This design comes from an exercise in tuning for small area on the open sky130 flow, not from production work.
In this exercise RTL edits were held to simulation tests only and were not proved equivalent to the original.

## flow/constraint.sdc

```tcl
create_clock -name core_clock -period 6.0 [get_ports {clk}]
set_input_delay 1.2000 -clock core_clock [delete_from_list [all_inputs] [get_ports {clk}]]
set_output_delay 1.2000 -clock core_clock [all_outputs]
set_load 0.01 [all_outputs]
```

## flow/standard.sh

```bash
#!/bin/bash
# synth_recipe.tcl (not shown) runs the flow's synth.tcl, then flattens the netlist and writes it again
# the make line also repeats each setting of config.mk as NAME=value (left out here)
make -C /OpenROAD-flow-scripts/flow DESIGN_CONFIG=/design/flow/config.mk WORK_HOME=/design/flow/orfs CLKGATE_MAP_FILE= SYNTH_SCRIPT=/design/flow/synth_recipe.tcl "${@:-finish}"
```

## flow/config.mk

```make
export PLATFORM = sky130hd
export DESIGN_NAME = SortingNetwork
export DESIGN_NICKNAME = SortingNetwork
export VERILOG_FILES = /design/flow/design.v
export SDC_FILE = /design/flow/constraint.sdc
export NUM_CORES = 4
export LEC_CHECK = 0
export CAP_MARGIN = 0
export CORE_MARGIN = 2
export CORE_UTILIZATION = 55
export CTS_BUF_LIST = sky130_fd_sc_hd__clkbuf_4 sky130_fd_sc_hd__clkbuf_8
export SLEW_MARGIN = 0
export SYNTH_HIERARCHICAL = 1
```

## flow/flow/run.sh

```bash
#!/bin/bash
# The standard layout (the standard.sh, unchanged synthesis and steps), with the
# port buffers made of the smallest buffer cell instead of the one ORFS picks by default.
export BUFFER_PORTS_ARGS="-buffer_cell sky130_fd_sc_hd__buf_1"
bash standard.sh > standard.log 2>&1
```

## flow/design.v

```verilog
module INV (input a, output y);
    assign y = ~a;
endmodule
module O22AI (input a1, input a2, input b1, input b2, output y);
    assign y = ~((a1 | a2) & (b1 | b2));
endmodule
module C4 (input [3:0] x, input [3:0] y, output G, output P);
    wire [3:0] g0 = x & ~y;
    wire [3:0] p0 = x | ~y;
    wire g10 = g0[1] | (p0[1] & g0[0]);
    wire g32 = g0[3] | (p0[3] & g0[2]);
    assign G = g32 | (p0[3] & p0[2] & g10);
    assign P = p0[3] & p0[2] & p0[1] & p0[0];
endmodule
module NODE_T (input gh, input gl, input ph, input pl, output gn, output pn);
    assign gn = ~(gh | (ph & gl));
    assign pn = ~(ph & pl);
endmodule
module NODE_I (input gnh, input gnl, input pnh, input pnl, output g, output p);
    assign g = ~(gnh & (pnh | gnl));
    assign p = ~(pnh | pnl);
endmodule
module ROOT_P (input gh, input gl, input ph, output s);
    assign s = gh | (ph & gl);
endmodule
module ROOT_N (input gh, input gl, input ph, output sn);
    assign sn = ~(gh | (ph & gl));
endmodule
module CMP32 (input [31:0] x, input [31:0] y, output s, output sn);
    wire [7:0] G, P;
    wire [3:0] g1n, p1n;
    wire [1:0] g2, p2;
    genvar i;
    generate for (i = 0; i < 8; i = i + 1) begin : b
        C4 c(.x(x[4*i+3:4*i]), .y(y[4*i+3:4*i]), .G(G[i]), .P(P[i]));
    end endgenerate
    generate for (i = 0; i < 4; i = i + 1) begin : n1
        NODE_T n(.gh(G[2*i+1]), .gl(G[2*i]), .ph(P[2*i+1]), .pl(P[2*i]), .gn(g1n[i]), .pn(p1n[i]));
    end endgenerate
    generate for (i = 0; i < 2; i = i + 1) begin : n2
        NODE_I n(.gnh(g1n[2*i+1]), .gnl(g1n[2*i]), .pnh(p1n[2*i+1]), .pnl(p1n[2*i]), .g(g2[i]), .p(p2[i]));
    end endgenerate
    ROOT_P rp(.gh(g2[1]), .gl(g2[0]), .ph(p2[1]), .s(s));
    ROOT_N rn(.gh(g2[1]), .gl(g2[0]), .ph(p2[1]), .sn(sn));
endmodule
module CMP32S (input [31:0] x, input [31:0] y, output s);
    wire [7:0] G, P;
    wire [3:0] g1n, p1n;
    wire [1:0] g2, p2;
    genvar i;
    generate for (i = 0; i < 8; i = i + 1) begin : b
        C4 c(.x(x[4*i+3:4*i]), .y(y[4*i+3:4*i]), .G(G[i]), .P(P[i]));
    end endgenerate
    generate for (i = 0; i < 4; i = i + 1) begin : n1
        NODE_T n(.gh(G[2*i+1]), .gl(G[2*i]), .ph(P[2*i+1]), .pl(P[2*i]), .gn(g1n[i]), .pn(p1n[i]));
    end endgenerate
    generate for (i = 0; i < 2; i = i + 1) begin : n2
        NODE_I n(.gnh(g1n[2*i+1]), .gnl(g1n[2*i]), .pnh(p1n[2*i+1]), .pnl(p1n[2*i]), .g(g2[i]), .p(p2[i]));
    end endgenerate
    ROOT_P rp(.gh(g2[1]), .gl(g2[0]), .ph(p2[1]), .s(s));
endmodule
module MUX64 (input [31:0] x, input [31:0] y, input s, input sn, output [31:0] lo_n, output [31:0] hi_n);
    genvar i;
    generate for (i = 0; i < 32; i = i + 1) begin : m
        O22AI ml(.a1(y[i]), .a2(sn), .b1(x[i]), .b2(s), .y(lo_n[i]));
        O22AI mh(.a1(x[i]), .a2(sn), .b1(y[i]), .b2(s), .y(hi_n[i]));
    end endgenerate
endmodule
module CAS_SAME (input [31:0] x, input [31:0] y, output [31:0] lo_n, output [31:0] hi_n);
    wire s, sn;
    CMP32 cmp(.x(x), .y(y), .s(s), .sn(sn));
    MUX64 mux(.x(x), .y(y), .s(s), .sn(sn), .lo_n(lo_n), .hi_n(hi_n));
endmodule
module INV32 (input [31:0] a, output [31:0] y);
    genvar i;
    generate for (i = 0; i < 32; i = i + 1) begin : n
        INV n(.a(a[i]), .y(y[i]));
    end endgenerate
endmodule
module SortingNetwork (
    input  wire [511:0] data_in,
    input  wire         clk,
    input  wire         ena,
    input  wire         rst,
    output wire [511:0] data_out,
    output wire         valid
    );
    reg [2:0] vld;
    always @(posedge clk or posedge rst) begin
        if (rst) vld <= 3'd0;
        else if (ena) vld <= {vld[1:0], 1'b1};
    end
    assign valid = vld[2];
    wire s0_0_13, s0_0_13n;
    CMP32 k0_0_13(.x(data_in[31:0]), .y(data_in[447:416]), .s(s0_0_13), .sn(s0_0_13n));
    wire s0_1_12, s0_1_12n;
    CMP32 k0_1_12(.x(data_in[63:32]), .y(data_in[415:384]), .s(s0_1_12), .sn(s0_1_12n));
    wire s0_2_15, s0_2_15n;
    CMP32 k0_2_15(.x(data_in[95:64]), .y(data_in[511:480]), .s(s0_2_15), .sn(s0_2_15n));
    wire s0_3_14, s0_3_14n;
    CMP32 k0_3_14(.x(data_in[127:96]), .y(data_in[479:448]), .s(s0_3_14), .sn(s0_3_14n));
    wire s0_4_8, s0_4_8n;
    CMP32 k0_4_8(.x(data_in[159:128]), .y(data_in[287:256]), .s(s0_4_8), .sn(s0_4_8n));
    wire s0_5_6, s0_5_6n;
    CMP32 k0_5_6(.x(data_in[191:160]), .y(data_in[223:192]), .s(s0_5_6), .sn(s0_5_6n));
    wire s0_7_11, s0_7_11n;
    CMP32 k0_7_11(.x(data_in[255:224]), .y(data_in[383:352]), .s(s0_7_11), .sn(s0_7_11n));
    wire s0_9_10, s0_9_10n;
    CMP32 k0_9_10(.x(data_in[319:288]), .y(data_in[351:320]), .s(s0_9_10), .sn(s0_9_10n));
    wire [31:0] w0_0, w0_13;
    MUX64 m0_0_13(.x(data_in[31:0]), .y(data_in[447:416]), .s(s0_0_13), .sn(s0_0_13n), .lo_n(w0_0), .hi_n(w0_13));
    wire [31:0] w0_1, w0_12;
    MUX64 m0_1_12(.x(data_in[63:32]), .y(data_in[415:384]), .s(s0_1_12), .sn(s0_1_12n), .lo_n(w0_1), .hi_n(w0_12));
    wire [31:0] w0_2, w0_15;
    MUX64 m0_2_15(.x(data_in[95:64]), .y(data_in[511:480]), .s(s0_2_15), .sn(s0_2_15n), .lo_n(w0_2), .hi_n(w0_15));
    wire [31:0] w0_3, w0_14;
    MUX64 m0_3_14(.x(data_in[127:96]), .y(data_in[479:448]), .s(s0_3_14), .sn(s0_3_14n), .lo_n(w0_3), .hi_n(w0_14));
    wire [31:0] w0_4, w0_8;
    MUX64 m0_4_8(.x(data_in[159:128]), .y(data_in[287:256]), .s(s0_4_8), .sn(s0_4_8n), .lo_n(w0_4), .hi_n(w0_8));
    wire [31:0] w0_5, w0_6;
    MUX64 m0_5_6(.x(data_in[191:160]), .y(data_in[223:192]), .s(s0_5_6), .sn(s0_5_6n), .lo_n(w0_5), .hi_n(w0_6));
    wire [31:0] w0_7, w0_11;
    MUX64 m0_7_11(.x(data_in[255:224]), .y(data_in[383:352]), .s(s0_7_11), .sn(s0_7_11n), .lo_n(w0_7), .hi_n(w0_11));
    wire [31:0] w0_9, w0_10;
    MUX64 m0_9_10(.x(data_in[319:288]), .y(data_in[351:320]), .s(s0_9_10), .sn(s0_9_10n), .lo_n(w0_9), .hi_n(w0_10));
    wire s1_0_5, s1_0_5n;
    CMP32 k1_0_5(.x(w0_5), .y(w0_0), .s(s1_0_5), .sn(s1_0_5n));
    wire s1_1_7, s1_1_7n;
    CMP32 k1_1_7(.x(w0_7), .y(w0_1), .s(s1_1_7), .sn(s1_1_7n));
    wire s1_2_9, s1_2_9n;
    CMP32 k1_2_9(.x(w0_9), .y(w0_2), .s(s1_2_9), .sn(s1_2_9n));
    wire s1_3_4, s1_3_4n;
    CMP32 k1_3_4(.x(w0_4), .y(w0_3), .s(s1_3_4), .sn(s1_3_4n));
    wire s1_6_13, s1_6_13n;
    CMP32 k1_6_13(.x(w0_13), .y(w0_6), .s(s1_6_13), .sn(s1_6_13n));
    wire s1_8_14, s1_8_14n;
    CMP32 k1_8_14(.x(w0_14), .y(w0_8), .s(s1_8_14), .sn(s1_8_14n));
    wire s1_10_15, s1_10_15n;
    CMP32 k1_10_15(.x(w0_15), .y(w0_10), .s(s1_10_15), .sn(s1_10_15n));
    wire s1_11_12, s1_11_12n;
    CMP32 k1_11_12(.x(w0_12), .y(w0_11), .s(s1_11_12), .sn(s1_11_12n));
    wire [31:0] w1_0, w1_5;
    MUX64 m1_0_5(.x(w0_0), .y(w0_5), .s(s1_0_5), .sn(s1_0_5n), .lo_n(w1_0), .hi_n(w1_5));
    wire [31:0] w1_1, w1_7;
    MUX64 m1_1_7(.x(w0_1), .y(w0_7), .s(s1_1_7), .sn(s1_1_7n), .lo_n(w1_1), .hi_n(w1_7));
    wire [31:0] w1_2, w1_9;
    MUX64 m1_2_9(.x(w0_2), .y(w0_9), .s(s1_2_9), .sn(s1_2_9n), .lo_n(w1_2), .hi_n(w1_9));
    wire [31:0] w1_3, w1_4;
    MUX64 m1_3_4(.x(w0_3), .y(w0_4), .s(s1_3_4), .sn(s1_3_4n), .lo_n(w1_3), .hi_n(w1_4));
    wire [31:0] w1_6, w1_13;
    MUX64 m1_6_13(.x(w0_6), .y(w0_13), .s(s1_6_13), .sn(s1_6_13n), .lo_n(w1_6), .hi_n(w1_13));
    wire [31:0] w1_8, w1_14;
    MUX64 m1_8_14(.x(w0_8), .y(w0_14), .s(s1_8_14), .sn(s1_8_14n), .lo_n(w1_8), .hi_n(w1_14));
    wire [31:0] w1_10, w1_15;
    MUX64 m1_10_15(.x(w0_10), .y(w0_15), .s(s1_10_15), .sn(s1_10_15n), .lo_n(w1_10), .hi_n(w1_15));
    wire [31:0] w1_11, w1_12;
    MUX64 m1_11_12(.x(w0_11), .y(w0_12), .s(s1_11_12), .sn(s1_11_12n), .lo_n(w1_11), .hi_n(w1_12));
    wire s2_0_1, s2_0_1n;
    CMP32 k2_0_1(.x(w1_0), .y(w1_1), .s(s2_0_1), .sn(s2_0_1n));
    wire s2_2_3, s2_2_3n;
    CMP32 k2_2_3(.x(w1_2), .y(w1_3), .s(s2_2_3), .sn(s2_2_3n));
    wire s2_4_5, s2_4_5n;
    CMP32 k2_4_5(.x(w1_4), .y(w1_5), .s(s2_4_5), .sn(s2_4_5n));
    wire s2_6_8, s2_6_8n;
    CMP32 k2_6_8(.x(w1_6), .y(w1_8), .s(s2_6_8), .sn(s2_6_8n));
    wire s2_7_9, s2_7_9n;
    CMP32 k2_7_9(.x(w1_7), .y(w1_9), .s(s2_7_9), .sn(s2_7_9n));
    wire s2_10_11, s2_10_11n;
    CMP32 k2_10_11(.x(w1_10), .y(w1_11), .s(s2_10_11), .sn(s2_10_11n));
    wire s2_12_13, s2_12_13n;
    CMP32 k2_12_13(.x(w1_12), .y(w1_13), .s(s2_12_13), .sn(s2_12_13n));
    wire s2_14_15, s2_14_15n;
    CMP32 k2_14_15(.x(w1_14), .y(w1_15), .s(s2_14_15), .sn(s2_14_15n));
    reg [511:0] r0;   
    always @(posedge clk) if (ena) r0 <= {w1_15, w1_14, w1_13, w1_12, w1_11, w1_10, w1_9, w1_8, w1_7, w1_6, w1_5, w1_4, w1_3, w1_2, w1_1, w1_0};
    reg [15:0] rs0;   
    always @(posedge clk) if (ena) rs0 <= {s2_14_15n, s2_14_15, s2_12_13n, s2_12_13, s2_10_11n, s2_10_11, s2_7_9n, s2_7_9, s2_6_8n, s2_6_8, s2_4_5n, s2_4_5, s2_2_3n, s2_2_3, s2_0_1n, s2_0_1};
    wire [31:0] w2_0, w2_1;
    MUX64 m2_0_1(.x(r0[31:0]), .y(r0[63:32]), .s(rs0[0]), .sn(rs0[1]), .lo_n(w2_0), .hi_n(w2_1));
    wire [31:0] w2_2, w2_3;
    MUX64 m2_2_3(.x(r0[95:64]), .y(r0[127:96]), .s(rs0[2]), .sn(rs0[3]), .lo_n(w2_2), .hi_n(w2_3));
    wire [31:0] w2_4, w2_5;
    MUX64 m2_4_5(.x(r0[159:128]), .y(r0[191:160]), .s(rs0[4]), .sn(rs0[5]), .lo_n(w2_4), .hi_n(w2_5));
    wire [31:0] w2_6, w2_8;
    MUX64 m2_6_8(.x(r0[223:192]), .y(r0[287:256]), .s(rs0[6]), .sn(rs0[7]), .lo_n(w2_6), .hi_n(w2_8));
    wire [31:0] w2_7, w2_9;
    MUX64 m2_7_9(.x(r0[255:224]), .y(r0[319:288]), .s(rs0[8]), .sn(rs0[9]), .lo_n(w2_7), .hi_n(w2_9));
    wire [31:0] w2_10, w2_11;
    MUX64 m2_10_11(.x(r0[351:320]), .y(r0[383:352]), .s(rs0[10]), .sn(rs0[11]), .lo_n(w2_10), .hi_n(w2_11));
    wire [31:0] w2_12, w2_13;
    MUX64 m2_12_13(.x(r0[415:384]), .y(r0[447:416]), .s(rs0[12]), .sn(rs0[13]), .lo_n(w2_12), .hi_n(w2_13));
    wire [31:0] w2_14, w2_15;
    MUX64 m2_14_15(.x(r0[479:448]), .y(r0[511:480]), .s(rs0[14]), .sn(rs0[15]), .lo_n(w2_14), .hi_n(w2_15));
    wire s3_0_2, s3_0_2n;
    CMP32 k3_0_2(.x(w2_2), .y(w2_0), .s(s3_0_2), .sn(s3_0_2n));
    wire s3_1_3, s3_1_3n;
    CMP32 k3_1_3(.x(w2_3), .y(w2_1), .s(s3_1_3), .sn(s3_1_3n));
    wire s3_4_10, s3_4_10n;
    CMP32 k3_4_10(.x(w2_10), .y(w2_4), .s(s3_4_10), .sn(s3_4_10n));
    wire s3_5_11, s3_5_11n;
    CMP32 k3_5_11(.x(w2_11), .y(w2_5), .s(s3_5_11), .sn(s3_5_11n));
    wire s3_6_7, s3_6_7n;
    CMP32 k3_6_7(.x(w2_7), .y(w2_6), .s(s3_6_7), .sn(s3_6_7n));
    wire s3_8_9, s3_8_9n;
    CMP32 k3_8_9(.x(w2_9), .y(w2_8), .s(s3_8_9), .sn(s3_8_9n));
    wire s3_12_14, s3_12_14n;
    CMP32 k3_12_14(.x(w2_14), .y(w2_12), .s(s3_12_14), .sn(s3_12_14n));
    wire s3_13_15, s3_13_15n;
    CMP32 k3_13_15(.x(w2_15), .y(w2_13), .s(s3_13_15), .sn(s3_13_15n));
    wire [31:0] w3_0, w3_2;
    MUX64 m3_0_2(.x(w2_0), .y(w2_2), .s(s3_0_2), .sn(s3_0_2n), .lo_n(w3_0), .hi_n(w3_2));
    wire [31:0] w3_1, w3_3;
    MUX64 m3_1_3(.x(w2_1), .y(w2_3), .s(s3_1_3), .sn(s3_1_3n), .lo_n(w3_1), .hi_n(w3_3));
    wire [31:0] w3_4, w3_10;
    MUX64 m3_4_10(.x(w2_4), .y(w2_10), .s(s3_4_10), .sn(s3_4_10n), .lo_n(w3_4), .hi_n(w3_10));
    wire [31:0] w3_5, w3_11;
    MUX64 m3_5_11(.x(w2_5), .y(w2_11), .s(s3_5_11), .sn(s3_5_11n), .lo_n(w3_5), .hi_n(w3_11));
    wire [31:0] w3_6, w3_7;
    MUX64 m3_6_7(.x(w2_6), .y(w2_7), .s(s3_6_7), .sn(s3_6_7n), .lo_n(w3_6), .hi_n(w3_7));
    wire [31:0] w3_8, w3_9;
    MUX64 m3_8_9(.x(w2_8), .y(w2_9), .s(s3_8_9), .sn(s3_8_9n), .lo_n(w3_8), .hi_n(w3_9));
    wire [31:0] w3_12, w3_14;
    MUX64 m3_12_14(.x(w2_12), .y(w2_14), .s(s3_12_14), .sn(s3_12_14n), .lo_n(w3_12), .hi_n(w3_14));
    wire [31:0] w3_13, w3_15;
    MUX64 m3_13_15(.x(w2_13), .y(w2_15), .s(s3_13_15), .sn(s3_13_15n), .lo_n(w3_13), .hi_n(w3_15));
    wire s4_1_2, s4_1_2n;
    CMP32 k4_1_2(.x(w3_1), .y(w3_2), .s(s4_1_2), .sn(s4_1_2n));
    wire s4_3_12, s4_3_12n;
    CMP32 k4_3_12(.x(w3_3), .y(w3_12), .s(s4_3_12), .sn(s4_3_12n));
    wire s4_4_6, s4_4_6n;
    CMP32 k4_4_6(.x(w3_4), .y(w3_6), .s(s4_4_6), .sn(s4_4_6n));
    wire s4_5_7, s4_5_7n;
    CMP32 k4_5_7(.x(w3_5), .y(w3_7), .s(s4_5_7), .sn(s4_5_7n));
    wire s4_8_10, s4_8_10n;
    CMP32 k4_8_10(.x(w3_8), .y(w3_10), .s(s4_8_10), .sn(s4_8_10n));
    wire s4_9_11, s4_9_11n;
    CMP32 k4_9_11(.x(w3_9), .y(w3_11), .s(s4_9_11), .sn(s4_9_11n));
    wire s4_13_14, s4_13_14n;
    CMP32 k4_13_14(.x(w3_13), .y(w3_14), .s(s4_13_14), .sn(s4_13_14n));
    wire [31:0] w4_1, w4_2;
    MUX64 m4_1_2(.x(w3_1), .y(w3_2), .s(s4_1_2), .sn(s4_1_2n), .lo_n(w4_1), .hi_n(w4_2));
    wire [31:0] w4_3, w4_12;
    MUX64 m4_3_12(.x(w3_3), .y(w3_12), .s(s4_3_12), .sn(s4_3_12n), .lo_n(w4_3), .hi_n(w4_12));
    wire [31:0] w4_4, w4_6;
    MUX64 m4_4_6(.x(w3_4), .y(w3_6), .s(s4_4_6), .sn(s4_4_6n), .lo_n(w4_4), .hi_n(w4_6));
    wire [31:0] w4_5, w4_7;
    MUX64 m4_5_7(.x(w3_5), .y(w3_7), .s(s4_5_7), .sn(s4_5_7n), .lo_n(w4_5), .hi_n(w4_7));
    wire [31:0] w4_8, w4_10;
    MUX64 m4_8_10(.x(w3_8), .y(w3_10), .s(s4_8_10), .sn(s4_8_10n), .lo_n(w4_8), .hi_n(w4_10));
    wire [31:0] w4_9, w4_11;
    MUX64 m4_9_11(.x(w3_9), .y(w3_11), .s(s4_9_11), .sn(s4_9_11n), .lo_n(w4_9), .hi_n(w4_11));
    wire [31:0] w4_13, w4_14;
    MUX64 m4_13_14(.x(w3_13), .y(w3_14), .s(s4_13_14), .sn(s4_13_14n), .lo_n(w4_13), .hi_n(w4_14));
    reg [511:0] r1;   
    always @(posedge clk) if (ena) r1 <= {w3_15, w4_14, w4_13, w4_12, w4_11, w4_10, w4_9, w4_8, w4_7, w4_6, w4_5, w4_4, w4_3, w4_2, w4_1, w3_0};
    wire s5_1_4, s5_1_4n;
    CMP32 k5_1_4(.x(r1[159:128]), .y(r1[63:32]), .s(s5_1_4), .sn(s5_1_4n));
    wire s5_2_6, s5_2_6n;
    CMP32 k5_2_6(.x(r1[223:192]), .y(r1[95:64]), .s(s5_2_6), .sn(s5_2_6n));
    wire s5_5_8, s5_5_8n;
    CMP32 k5_5_8(.x(r1[287:256]), .y(r1[191:160]), .s(s5_5_8), .sn(s5_5_8n));
    wire s5_7_10, s5_7_10n;
    CMP32 k5_7_10(.x(r1[351:320]), .y(r1[255:224]), .s(s5_7_10), .sn(s5_7_10n));
    wire s5_9_13, s5_9_13n;
    CMP32 k5_9_13(.x(r1[447:416]), .y(r1[319:288]), .s(s5_9_13), .sn(s5_9_13n));
    wire s5_11_14, s5_11_14n;
    CMP32 k5_11_14(.x(r1[479:448]), .y(r1[383:352]), .s(s5_11_14), .sn(s5_11_14n));
    wire [31:0] w5_1, w5_4;
    MUX64 m5_1_4(.x(r1[63:32]), .y(r1[159:128]), .s(s5_1_4), .sn(s5_1_4n), .lo_n(w5_1), .hi_n(w5_4));
    wire [31:0] w5_2, w5_6;
    MUX64 m5_2_6(.x(r1[95:64]), .y(r1[223:192]), .s(s5_2_6), .sn(s5_2_6n), .lo_n(w5_2), .hi_n(w5_6));
    wire [31:0] w5_5, w5_8;
    MUX64 m5_5_8(.x(r1[191:160]), .y(r1[287:256]), .s(s5_5_8), .sn(s5_5_8n), .lo_n(w5_5), .hi_n(w5_8));
    wire [31:0] w5_7, w5_10;
    MUX64 m5_7_10(.x(r1[255:224]), .y(r1[351:320]), .s(s5_7_10), .sn(s5_7_10n), .lo_n(w5_7), .hi_n(w5_10));
    wire [31:0] w5_9, w5_13;
    MUX64 m5_9_13(.x(r1[319:288]), .y(r1[447:416]), .s(s5_9_13), .sn(s5_9_13n), .lo_n(w5_9), .hi_n(w5_13));
    wire [31:0] w5_11, w5_14;
    MUX64 m5_11_14(.x(r1[383:352]), .y(r1[479:448]), .s(s5_11_14), .sn(s5_11_14n), .lo_n(w5_11), .hi_n(w5_14));
    wire [31:0] f_6_3_5a;
    INV32 if_6_3_5a(.a(r1[127:96]), .y(f_6_3_5a));
    wire g_6_3_5;
    CMP32S k_6_3_5(.x(f_6_3_5a), .y(w5_5), .s(g_6_3_5));
    wire g_6_6_5;
    CMP32S k_6_6_5(.x(w5_6), .y(w5_5), .s(g_6_6_5));
    wire la7_3_5 = (g_6_3_5 & g_6_6_5);
    wire la7_3_5n = ~la7_3_5;
    wire g_6_3_8;
    CMP32S k_6_3_8(.x(f_6_3_5a), .y(w5_8), .s(g_6_3_8));
    wire g_6_6_8;
    CMP32S k_6_6_8(.x(w5_6), .y(w5_8), .s(g_6_6_8));
    wire la7_6_8 = (g_6_3_8 | g_6_6_8);
    wire la7_6_8n = ~la7_6_8;
    wire g_6_7_9;
    CMP32S k_6_7_9(.x(w5_7), .y(w5_9), .s(g_6_7_9));
    wire [31:0] f_6_7_12b;
    INV32 if_6_7_12b(.a(r1[415:384]), .y(f_6_7_12b));
    wire g_6_7_12;
    CMP32S k_6_7_12(.x(w5_7), .y(f_6_7_12b), .s(g_6_7_12));
    wire la7_7_9 = (g_6_7_9 | g_6_7_12);
    wire la7_7_9n = ~la7_7_9;
    wire g_6_10_9;
    CMP32S k_6_10_9(.x(w5_10), .y(w5_9), .s(g_6_10_9));
    wire g_6_10_12;
    CMP32S k_6_10_12(.x(w5_10), .y(f_6_7_12b), .s(g_6_10_12));
    wire la7_10_12 = (g_6_10_9 & g_6_10_12);
    wire la7_10_12n = ~la7_10_12;
    wire s6_2_4, s6_2_4n;
    CMP32 k6_2_4(.x(w5_2), .y(w5_4), .s(s6_2_4), .sn(s6_2_4n));
    wire s6_3_6, s6_3_6n;
    CMP32 k6_3_6(.x(f_6_3_5a), .y(w5_6), .s(s6_3_6), .sn(s6_3_6n));
    wire s6_9_12, s6_9_12n;
    CMP32 k6_9_12(.x(w5_9), .y(f_6_7_12b), .s(s6_9_12), .sn(s6_9_12n));
    wire s6_11_13, s6_11_13n;
    CMP32 k6_11_13(.x(w5_11), .y(w5_13), .s(s6_11_13), .sn(s6_11_13n));
    wire [31:0] w6_2, w6_4;
    MUX64 m6_2_4(.x(w5_2), .y(w5_4), .s(s6_2_4), .sn(s6_2_4n), .lo_n(w6_2), .hi_n(w6_4));
    wire [31:0] w6_3, w6_6;
    MUX64 m6_3_6(.x(f_6_3_5a), .y(w5_6), .s(s6_3_6), .sn(s6_3_6n), .lo_n(w6_3), .hi_n(w6_6));
    wire [31:0] w6_9, w6_12;
    MUX64 m6_9_12(.x(w5_9), .y(f_6_7_12b), .s(s6_9_12), .sn(s6_9_12n), .lo_n(w6_9), .hi_n(w6_12));
    wire [31:0] w6_11, w6_13;
    MUX64 m6_11_13(.x(w5_11), .y(w5_13), .s(s6_11_13), .sn(s6_11_13n), .lo_n(w6_11), .hi_n(w6_13));
    wire [31:0] f_7_3;
    INV32 if_7_3(.a(w6_3), .y(f_7_3));
    wire [31:0] f_7_6;
    INV32 if_7_6(.a(w6_6), .y(f_7_6));
    wire [31:0] f_7_9;
    INV32 if_7_9(.a(w6_9), .y(f_7_9));
    wire [31:0] f_7_12;
    INV32 if_7_12(.a(w6_12), .y(f_7_12));
    wire [31:0] w7_3, w7_5;
    MUX64 m7_3_5(.x(f_7_3), .y(w5_5), .s(la7_3_5), .sn(la7_3_5n), .lo_n(w7_3), .hi_n(w7_5));
    wire [31:0] w7_6, w7_8;
    MUX64 m7_6_8(.x(f_7_6), .y(w5_8), .s(la7_6_8), .sn(la7_6_8n), .lo_n(w7_6), .hi_n(w7_8));
    wire [31:0] w7_7, w7_9;
    MUX64 m7_7_9(.x(w5_7), .y(f_7_9), .s(la7_7_9), .sn(la7_7_9n), .lo_n(w7_7), .hi_n(w7_9));
    wire [31:0] w7_10, w7_12;
    MUX64 m7_10_12(.x(w5_10), .y(f_7_12), .s(la7_10_12), .sn(la7_10_12n), .lo_n(w7_10), .hi_n(w7_12));
    reg [511:0] r2;   
    always @(posedge clk) if (ena) r2 <= {r1[511:480], w5_14, w6_13, w7_12, w6_11, w7_10, w7_9, w7_8, w7_7, w7_6, w7_5, w6_4, w7_3, w6_2, w5_1, r1[31:0]};
    wire g_8_5_7;
    CMP32S k_8_5_7(.x(r2[255:224]), .y(r2[191:160]), .s(g_8_5_7));
    wire g_8_6_7;
    CMP32S k_8_6_7(.x(r2[255:224]), .y(r2[223:192]), .s(g_8_6_7));
    wire la9_6_7 = ((g_8_5_7 | 1'b0) | (g_8_6_7 | 1'b0));
    wire la9_6_7n = ~la9_6_7;
    wire g_8_8_9;
    CMP32S k_8_8_9(.x(r2[319:288]), .y(r2[287:256]), .s(g_8_8_9));
    wire g_8_8_10;
    CMP32S k_8_8_10(.x(r2[351:320]), .y(r2[287:256]), .s(g_8_8_10));
    wire la9_8_9 = ((1'b0 | 1'b0) | (g_8_8_9 | g_8_8_10));
    wire la9_8_9n = ~la9_8_9;
    wire s8_3_4, s8_3_4n;
    CMP32 k8_3_4(.x(r2[159:128]), .y(r2[127:96]), .s(s8_3_4), .sn(s8_3_4n));
    wire s8_5_6, s8_5_6n;
    CMP32 k8_5_6(.x(r2[223:192]), .y(r2[191:160]), .s(s8_5_6), .sn(s8_5_6n));
    wire s8_7_8, s8_7_8n;
    CMP32 k8_7_8(.x(r2[287:256]), .y(r2[255:224]), .s(s8_7_8), .sn(s8_7_8n));
    wire s8_9_10, s8_9_10n;
    CMP32 k8_9_10(.x(r2[351:320]), .y(r2[319:288]), .s(s8_9_10), .sn(s8_9_10n));
    wire s8_11_12, s8_11_12n;
    CMP32 k8_11_12(.x(r2[415:384]), .y(r2[383:352]), .s(s8_11_12), .sn(s8_11_12n));
    wire [31:0] w8_3, w8_4;
    MUX64 m8_3_4(.x(r2[127:96]), .y(r2[159:128]), .s(s8_3_4), .sn(s8_3_4n), .lo_n(w8_3), .hi_n(w8_4));
    wire [31:0] w8_5, w8_6;
    MUX64 m8_5_6(.x(r2[191:160]), .y(r2[223:192]), .s(s8_5_6), .sn(s8_5_6n), .lo_n(w8_5), .hi_n(w8_6));
    wire [31:0] w8_7, w8_8;
    MUX64 m8_7_8(.x(r2[255:224]), .y(r2[287:256]), .s(s8_7_8), .sn(s8_7_8n), .lo_n(w8_7), .hi_n(w8_8));
    wire [31:0] w8_9, w8_10;
    MUX64 m8_9_10(.x(r2[319:288]), .y(r2[351:320]), .s(s8_9_10), .sn(s8_9_10n), .lo_n(w8_9), .hi_n(w8_10));
    wire [31:0] w8_11, w8_12;
    MUX64 m8_11_12(.x(r2[383:352]), .y(r2[415:384]), .s(s8_11_12), .sn(s8_11_12n), .lo_n(w8_11), .hi_n(w8_12));
    wire [31:0] w9_6, w9_7;
    MUX64 m9_6_7(.x(w8_6), .y(w8_7), .s(la9_6_7), .sn(la9_6_7n), .lo_n(w9_6), .hi_n(w9_7));
    wire [31:0] w9_8, w9_9;
    MUX64 m9_8_9(.x(w8_8), .y(w8_9), .s(la9_8_9), .sn(la9_8_9n), .lo_n(w9_8), .hi_n(w9_9));
    wire [31:0] o2;
    INV32 oi2(.a(r2[95:64]), .y(o2));
    wire [31:0] o6;
    INV32 oi6(.a(w9_6), .y(o6));
    wire [31:0] o7;
    INV32 oi7(.a(w9_7), .y(o7));
    wire [31:0] o8;
    INV32 oi8(.a(w9_8), .y(o8));
    wire [31:0] o9;
    INV32 oi9(.a(w9_9), .y(o9));
    wire [31:0] o13;
    INV32 oi13(.a(r2[447:416]), .y(o13));
    assign data_out = {r2[511:480], r2[479:448], o13, w8_12, w8_11, w8_10, o9, o8, o7, o6, w8_5, w8_4, w8_3, o2, r2[63:32], r2[31:0]};
endmodule
```

==> flow_metrics.py, run 1 <==
metrics = {
    "status": {
        "outcome": "complete, but fails checks",
        "violations": "max-capacitance violations, max-slew violations, negative setup slack",
    },
    "finish": {
        "layout-drive-gt1-share_pct": 20.8,
        "nFillCells": 15800,
        "synthToLayoutAreaGrowth_pct": 23.0,
        "final_nets": 15300,
    },
    "routing": {
        "drt_iter0_drc": 27700,
        "dr.pass1.iters": 13,
        "avgViaCountPerCell": 7.53,
        "routedWlPerCell_um": 34.6,
        "dr_total_vias": 133000,
        "drc": 0,
        "wl_um": 612000,
        "ant_nets": 0,
    },
    "sta": {
        "setup_slack_ns": -0.0484,
        "finalCriticalPeriod_ns": 6.05,
        "slew_headroom_pct": -8.92,
        "worst-slew-pin-transition_ns": 1.63,
        "fmaxAchievable_ghz": 0.165,
        "final_hold_viol_count": 0,
        "setup_viol": 4,
        "finalCritPeriodShare_pct": 101,
        "slew_viol_final": 4,
        "fin_skew_ns": 0.107,
    },
    "floorplan": {
        "core-area_um2": 205000,
        "rows": 166,
        "die_w_um": 459,
        "start_util_pct": 55.5,
        "die-area_um2": 211000,
        "ios": 1028,
        "dieHeight_um": 459,
    },
    "place": {
        "post-place-ws_ns": -0.476,
        "port-buffer-count": 1027,
        "dp_hpwl_um": 494000,
        "place.gp.congestion": 1.24,
    },
    "global_routing": {
        "grt_usage_pct": 55.4,
        "grt-ovfl-total": 0,
        "antenna_found_initial": 93,
        "grt_pass1_vias": 120000,
        "grt_max_degree": 181,
        "grt_pass1_wl_um": 840000,
    },
    "worst_setup_path": {
        "path_common_cell": "o22ai_1",
        "crit_chain": "buf_12, o22ai_1, nor2b_1, a211oi_1, nand2_1, nor2_1, a21oi_4, buf_12, o22ai_1, o2bb2ai_1, a211oi_1, a21oi_2, o21ai_2, a21oi_4, buf_4, o22ai_1, buf_4",
        "slowest_stage": "o22ai_1",
        "crit_required_ns": 6.77,
        "critPathLaunchType": "flip-flop",
        "crit_family": "compound AO/OA/AOI/OAI gates",
        "cp_slowest_stage_delay_ns": 0.79,
        "worst-endpoint-arrival_ns": 6.82,
        "criticalPathCategory": "flip-flop to flip-flop",
        "cp_max_fo": 38,
        "cp.buffers_inverters": 4,
        "cp-end-kind": "flip-flop",
    },
    "clocking": {
        "clock-sinks": 1555,
        "clk_path_buf_depth": 4,
        "clock-root-buffer": "clkbuf_8",
        "numCtsBuffers": 279,
        "cts_tree": "yes",
        "cts.htree.levels": 5,
        "path_clk_slew_ns": 0.06,
        "clock_latency_ns": 1.13,
    },
    "logic_synthesis": {
        "syn-num-nets": 12400,
        "yosysWarningCount": 7,
        "syn_area_um2": 114000,
        "postSynthAreaPerCell_um2": 9.55,
        "synthCells": 11900,
    },
    "worst_hold_path": {
        "hold_path_class": "flip-flop to flip-flop",
    },
    "job": {
        "cap_violations": 1,
    },
}
-- worst register-to-register path, delay by kind of cell (launching register included) --
kind / cells / cell delay [ns]
simple gates: 3 / 0.59
buf+inv: 4 / 1.09
flops: 1 / 0.66
compound gates: 10 / 3.37
-- final timing paths --
kind	slack, ns	endpoint	start	cells after the start
min in group asynchronous	0.50	vld[2]	rst	3
max reg2reg	-0.05	r1[104]	rs0[14]	17
min reg2reg	0.37	r2[2]	r1[2]	0
max in group asynchronous	5.35	vld[1]	rst	3
min	0.37	r2[2]	r1[2]	0
max	-0.05	r1[104]	rs0[14]	17
-- sequential cells by signal, indices dropped and copies added, names as in the netlist --
name	count
r0	512
r1	512
r2	512
rs0	16
vld	3
-- per-layer routing --
| layer | vias up | wire (um) | GRT usage, % |
|---|---|---|---|
| li1 | 54500 | - | - |
| met3 | 3878 | 97300 | 22.4 |
| met1 | 61600 | 191000 | 62.0 |
| met4 | 42 | 80300 | 55.6 |
| met5 | - | 412 | 0.873 |
| met2 | 13100 | 242000 | 78.2 |
-- per-stage QoR --
step	area, um^2	setup TNS, ns	hold slack, ns	utilization, %	std cells
after floorplan	114000	0	0.400	-	11900
after global placement	134000	-4.32	0.402	65.3	17100
after detailed placement	134000	-6.05	0.405	65.3	17100
after CTS	140000	0	0.379	68.0	17600
after global routing	140000	-0.179	0.379	68.2	17700
final	140000	-0.110	0.366	68.2	17700
-- layout by cell type, fill, tap and decap left out, types with 3 or more instances in the layout --
| cell type | count |
|---|---|
| o22ai_1 | 3809 |
| inv_1 | 1969 |
| edfxtp_1 | 1552 |
| buf_4 | 1539 |
| buf_1 | 1026 |
| nor2b_1 | 528 |
| o2bb2ai_1 | 528 |
| a2bb2oi_1 | 528 |
| nand2b_1 | 528 |
| maj3_2 | 528 |
| o31ai_1 | 528 |
| a211oi_1 | 462 |
| clkbuf_8 | 283 |
| a21oi_2 | 273 |
| nand2_1 | 198 |
| o21ai_2 | 132 |
| buf_12 | 100 |
| diode_2 | 81 |
| nor2_1 | 66 |
| clkinv_1 | 61 |
| clkbuf_4 | 57 |
| a21oi_4 | 46 |
| a21o_1 | 35 |
| a21o_2 | 31 |
| o22ai_2 | 31 |
| clkinv_2 | 30 |
| bufinv_16 | 22 |
| clkinvlp_4 | 17 |
| nor2_4 | 4 |
| or2_2 | 3 |
| dfrtp_1 | 3 |
-- area by class of cell --
type                       instances  area [um^2]  area share, %
multi-input combinational       8266        59400           42.4
clock inverter                   133         1190          0.852
timing repair buffer            2671        17500           12.5
tap                             2688         3360           2.40
clock buffer                     338         4300           3.07
sequential                      1555        46700           33.3
inverter                        1969         7390           5.28
antenna                           81          203          0.145
-- what timing repair did --
action	4_1_cts	5_1_grt
hold buffers	1	0
gates resized for setup	0	31
endpoints found under the setup margin	0	194
buffers inserted	0	8
endpoints found under the hold margin	3	0
==> run 2, diff against run 1 <==
--- a/flow/config.mk
+++ b/flow/config.mk
@@ -9,3 +9,3 @@
 export CORE_MARGIN = 2
-export CORE_UTILIZATION = 55
+export CORE_UTILIZATION = 50
 export CTS_BUF_LIST = sky130_fd_sc_hd__clkbuf_4 sky130_fd_sc_hd__clkbuf_8
==> run 2 against run 1 <==
  * The run now finishes clean
  * First-iteration DRC count down 12%
  * Sequential share of layout area down 1.0 points
  * Area after synthesis unchanged
  * Critical path type unchanged
  * Largest cell class unchanged
==> flow_metrics.py, run 2 <==
metrics = {
    "finish": {
        "layout-drive-gt1-share_pct": 23.5,
        "fin_area_um2": 144000,
        "reg_top3": "r0 x512, r1 x512, r2 x512",
        "synthToLayoutAreaGrowth_pct": 26.9,
        "final_cell_mix": "o22ai_1, buf_4, inv_1",
        "final_nets": 15800,
        "nFillCells": 18400,
        "final_common_cell": "o22ai_1",
    },
    "worst_setup_path": {
        "cp.buffers_inverters": 5,
        "cp_max_fo": 30,
        "worst-endpoint-arrival_ns": 6.64,
        "cp.depth": 18,
        "criticalPathCategory": "flip-flop to flip-flop",
        "cp-end-kind": "flip-flop",
        "critPathLaunchType": "flip-flop",
        "crit_chain": "buf_4, o22ai_1, inv_1, a2bb2oi_1, o31ai_1, a21oi_2, o21ai_2, a21oi_4, buf_4, o22ai_1, o2bb2ai_1, a211oi_1, buf_4, a21oi_2, o21ai_2, a21o_2, buf_12, o22ai_1",
        "slowest_stage": "o22ai_1",
        "crit_required_ns": 6.78,
        "cp_slowest_stage_delay_ns": 0.98,
        "reg2reg_depth": 18,
        "crit_family": "compound AO/OA/AOI/OAI gates",
    },
    "worst_hold_path": {
        "hold_path_class": "flip-flop to flip-flop",
        "holdPathStages": 0,
    },
    "routing": {
        "avgViaCountPerCell": 7.21,
        "wl_um": 631000,
        "dr.pass1.iters": 13,
        "drt_iter0_drc": 24400,
        "ant_nets": 0,
        "dr_total_vias": 134000,
        "routedWlPerCell_um": 34.1,
        "drc": 0,
    },
    "clocking": {
        "cts.htree.levels": 5,
        "numCtsBuffers": 276,
        "clock_latency_ns": 1.13,
        "path_clk_slew_ns": 0.06,
        "clock-sinks": 1555,
        "cts_tree": "yes",
        "clock-root-buffer": "clkbuf_8",
        "clk_path_buf_depth": 4,
    },
    "global_routing": {
        "grt_pass1_vias": 120000,
        "grt_pass1_wl_um": 859000,
        "grt_usage_pct": 51.9,
        "grt-ovfl-total": 0,
        "antenna_found_initial": 82,
        "grt_max_degree": 199,
    },
    "floorplan": {
        "core-area_um2": 227000,
        "die-area_um2": 231000,
        "start_util_pct": 50.2,
        "ios": 1028,
        "rows": 175,
        "dieHeight_um": 481,
        "die_w_um": 481,
    },
    "sta": {
        "finalCriticalPeriod_ns": 5.86,
        "finalCritPeriodShare_pct": 97.7,
        "rsz0062_at_grt": "no",
        "slew_viol_final": 0,
        "fin_skew_ns": 0.0876,
        "slew_headroom_pct": 4.04,
        "setup_viol": 0,
        "fmaxAchievable_ghz": 0.171,
        "holdWs_ns": 0.411,
        "setup_slack_ns": 0.139,
        "final_hold_viol_count": 0,
        "worst-slew-pin-transition_ns": 1.44,
    },
    "place": {
        "post-place-ws_ns": -0.508,
        "port-buffer-count": 1027,
        "placed_area_um2": 139000,
        "dp_hpwl_um": 517000,
        "place.gp.congestion": 1.18,
    },
    "logic_synthesis": {
        "postSynthAreaPerCell_um2": 9.55,
        "syn_area_um2": 114000,
        "syn-num-nets": 12400,
        "yosysWarningCount": 7,
        "synthCells": 11900,
    },
    "job": {
        "cap_violations": 0,
    },
    "status": {
        "outcome": "complete, no violations",
    },
}
-- run 2: changes by cell type in the layout (fill, tap and decap cells not counted), moves of 2 or more --
cell	before	now
o22ai_2	31	16
clkinv_4	2	6
clkinv_1	61	52
clkbuf_4	57	65
inv_6	1	5
o22ai_1	3809	3824
clkinvlp_4	17	13
buf_4	1539	2054
clkbuf_8	283	281
bufinv_16	22	19
diode_2	81	52
buf_12	100	116
-- run 2: cell type report --
cell class / instances / area, um^2 / area share, %
clock buffer: 344 / 4330 / 3.00
tap: 3009 / 3760 / 2.61
sequential: 1555 / 46700 / 32.3
multi-input combinational: 8267 / 59300 / 41.1
clock inverter: 125 / 1110 / 0.769
antenna: 52 / 130 / 0.0901
inverter: 1969 / 7390 / 5.12
timing repair buffer: 3201 / 21600 / 15.0
-- run 2: final timing paths --
kind | slack, ns | start | endpoint
max in group asynchronous | 5.39 | rst | vld[0]
max | 0.14 | rs0[10] | r1[327]
max reg2reg | 0.14 | rs0[10] | r1[327]
min | 0.41 | r1[30] | r2[30]
min reg2reg | 0.41 | r1[30] | r2[30]
min in group asynchronous | 0.49 | rst | vld[1]
-- run 2: what timing repair did --
item,CTS,global route
endpoints found under the setup margin,0,130
hold buffers,1,0
hold endpoints to repair,3,0
resized for setup,0,10
buffers inserted,0,5
-- run 2: metrics by stage --
stage | util, % | setup TNS (ns) | instances
2_1_floorplan | - | 0 | 11900
5_1_grt | 63.6 | 0 | 18500
3_5_place_dp | 61.1 | -4.75 | 18000
6_report | 63.6 | 0 | 18500
3_3_place_gp | 61.1 | -3.49 | 18000
4_1_cts | 63.5 | 0 | 18500
-- run 2: routing by layer --
layer  share of wire, %  GRT usage [%]  routed length [um]
met5              0.064          0.249                 407
met1                 33           61.2              210000
met3                 14           17.0               90900
met4                 12           49.5               76100
met2                 40           74.0              254000
==> run 3, diff against run 2 <==
==> flow/config.mk (replaced) <==
export PLATFORM = sky130hd
export DESIGN_NAME = SortingNetwork
export DESIGN_NICKNAME = SortingNetwork
export VERILOG_FILES = /design/flow/design.v
export SDC_FILE = /design/flow/constraint.sdc
export NUM_CORES = 4
export LEC_CHECK = 0
export CAP_MARGIN = 20
export CORE_MARGIN = 2
export CORE_UTILIZATION = 55
export SETUP_SLACK_MARGIN = 0.2
export SLEW_MARGIN = 20
export SYNTH_HIERARCHICAL = 1
==> run 3 against run 2 <==
  * First-iteration DRC count is 6.9% higher
  * Global-route usage is 2.2 points higher
  * Area after synthesis unchanged
  * Setup slack improved by 0.052 ns
  * Synthesized cell count unchanged
  * Critical path type is now input port to flip-flop
  * Critical path depth increased by 6
  * Clock skew decreased by 0.0073 ns
  * Clock-buffer cell count is 156 lower
  * Sequential share of layout area up 1.1 points
==> flow_metrics.py, run 3 <==
metrics = {
    "clocking": {
        "cts.htree.levels": 4,
        "cts_tree": "yes",
        "numCtsBuffers": 163,
        "clock_latency_ns": 0.91,
        "clock-root-buffer": "clkbuf_16",
        "path_clk_slew_ns": 0.06,
        "clk_path_buf_depth": 3,
        "clock-sinks": 1555,
    },
    "finish": {
        "final_cell_mix": "o22ai_1, inv_1, edfxtp_1",
        "layout-drive-gt1-share_pct": 19.7,
        "final_nets": 15100,
        "regArea_um2": 46700,
        "synthToLayoutAreaGrowth_pct": 22.7,
        "reg_top3": "r0 x512, r1 x512, r2 x512",
        "multi_input_area_um2": 59500,
        "final_common_cell": "o22ai_1",
        "nFillCells": 15700,
        "fin_area_um2": 140000,
    },
    "floorplan": {
        "rows": 166,
        "ios": 1028,
        "die_w_um": 459,
        "start_util_pct": 55.5,
        "die-area_um2": 211000,
        "dieHeight_um": 459,
        "core-area_um2": 205000,
    },
    "routing": {
        "routedWlPerCell_um": 34.4,
        "drc": 0,
        "dr_total_vias": 131000,
        "dr_wl_met2_um": 238000,
        "wl_um": 600000,
        "dr.pass1.iters": 13,
        "ant_nets": 0,
        "met3WireLength_um": 92700,
        "drt_iter0_drc": 26100,
        "drt-met1-wl_um": 191000,
        "dr.max_layer_used": "met5",
        "avgViaCountPerCell": 7.51,
    },
    "sta": {
        "rsz0062_at_grt": "no",
        "slew_headroom_pct": 13.9,
        "final_hold_viol_count": 0,
        "fmaxAchievable_ghz": 0.172,
        "slew_viol_final": 0,
        "setup_viol": 0,
        "finalCriticalPeriod_ns": 5.81,
        "holdWs_ns": 0.152,
        "setup_slack_ns": 0.191,
        "fin_skew_ns": 0.0803,
        "finalCritPeriodShare_pct": 96.8,
        "worst-slew-pin-transition_ns": 1.29,
    },
    "logic_synthesis": {
        "synthCells": 11900,
        "syn-num-nets": 12400,
        "yosysWarningCount": 7,
        "postSynthAreaPerCell_um2": 9.55,
        "syn_area_um2": 114000,
    },
    "place": {
        "port-buffer-count": 1027,
        "dp_hpwl_um": 486000,
        "placed_area_um2": 133000,
        "post-place-ws_ns": -0.354,
        "place.gp.congestion": 1.19,
    },
    "job": {
        "cap_violations": 0,
    },
    "global_routing": {
        "grt_max_degree": 197,
        "grt_pass1_vias": 117000,
        "grt-ovfl-total": 0,
        "antenna_found_initial": 102,
        "grt_pass1_wl_um": 821000,
        "grt_usage_pct": 54.1,
    },
    "status": {
        "outcome": "complete, no violations",
    },
    "worst_setup_path": {
        "cp_max_fo": 18,
        "critPathLaunchType": "input port",
        "worst-endpoint-arrival_ns": 6.44,
        "cp-end-kind": "flip-flop",
        "crit_required_ns": 6.63,
        "criticalPathCategory": "input port to flip-flop",
    },
    "worst_hold_path": {
        "hold_path_class": "input port to async pin",
    },
}
-- run 3: worst paths after layout --
path                       slack [ns]          from  endpoint  depth (start not counted)
max in group asynchronous        5.72           rst    vld[0]                          2
min in group core_clock          0.41       r1[492]   r2[492]                          0
max reg2reg                      0.24        rs0[4]   r1[161]                         18
min reg2reg                      0.41       r1[492]   r2[492]                          0
max                              0.19  data_in[127]   rs0[15]                         24
min                              0.15           rst    vld[1]                          2
-- run 3: layer usage --
metal / track usage (%) / vias up
met1: 61.9 / 60800
met2: 76.7 / 12500
li1: - / 54200
met3: 19.9 / 3586
met5: 0.666 / -
met4: 54.1 / 44
-- run 3: cell type report --
cell class | instances | area share [%]
well taps | 2688 | 2.41
clock inverters | 111 | 0.962
flip-flops and latches | 1555 | 33.4
diodes | 81 | 0.145
inverters | 1969 | 5.29
multi-input cells | 8266 | 42.6
repair buffers | 2592 | 12.1
clock buffers | 188 | 3.03
-- run 3: stage by stage --
stage / util [%] / std cells / TNS [ns]
floorplan: - / 11900 / 0
detailed placement: 65.0 / 17100 / -2.54
global route: 68.0 / 17400 / 0
global placement: 65.0 / 17100 / -1.15
CTS: 67.8 / 17400 / 0
finish: 68.0 / 17500 / 0
-- run 3: timing repair --
action / in CTS / in global routing
endpoints found under the setup margin: 0 / 283
buffers inserted: 0 / 4
resized for setup: 0 / 28
hold buffers: 0 / 0
-- run 3: worst max-delay path, stage by stage --
cell	delay [ns]
buf_1	0.25
inv_1	0.11
o2bb2ai_1	0.17
a211oi_1	0.40
nand2_1	0.16
nor2_1	0.16
buf_4	0.15
a21oi_4	0.13
buf_4	0.20
o22ai_1	0.44
inv_1	0.14
o2bb2ai_1	0.17
o31ai_1	0.34
a21oi_2	0.11
o21ai_2	0.26
a21oi_4	0.20
o22ai_2	0.32
buf_4	0.34
inv_1	0.12
o2bb2ai_1	0.17
a211oi_1	0.35
nand2_1	0.22
nor2_1	0.23
a21oi_2	0.08

## static timing again, ports no longer ideal
In the flow no input, the clock included, has a driving cell. The finished layouts below were timed again as built, in two steps.
Step 1: set_driving_cell puts a clkbuf_16 on clk and a buf_2 on each other input, an assumption about the parent block.
Step 2 moves the port delays by t, midway between the first and last clock arrival at a register: inputs arrive t later, outputs are due t later. That takes back most of the time a late clock gives input paths.
Slacks: ideal / step 1 / step 2; pairs: ideal / step 1.
run	t (ns)	setup WS [ns]	latest minus earliest clock arrival (ns)	worst register clock-pin slew, ns	worst data-port slew with drivers (ns)
run 1	1.185	-0.048 / -0.048 / -1.167	0.112 / 0.112	0.08 / 0.08	0.29
run 2	1.191	0.139 / 0.139 / -0.834	0.096 / 0.096	0.08 / 0.08	0.20
run 3	0.990	0.191 / 0.198 / -0.784	0.081 / 0.081	0.08 / 0.08	0.27
Met with ideal ports but missed after step 2: setup timing in run 2 and run 3. The setup slack of run 1, which loses most, moves by 0.000 ns with the drivers and by -1.119 ns with both steps.
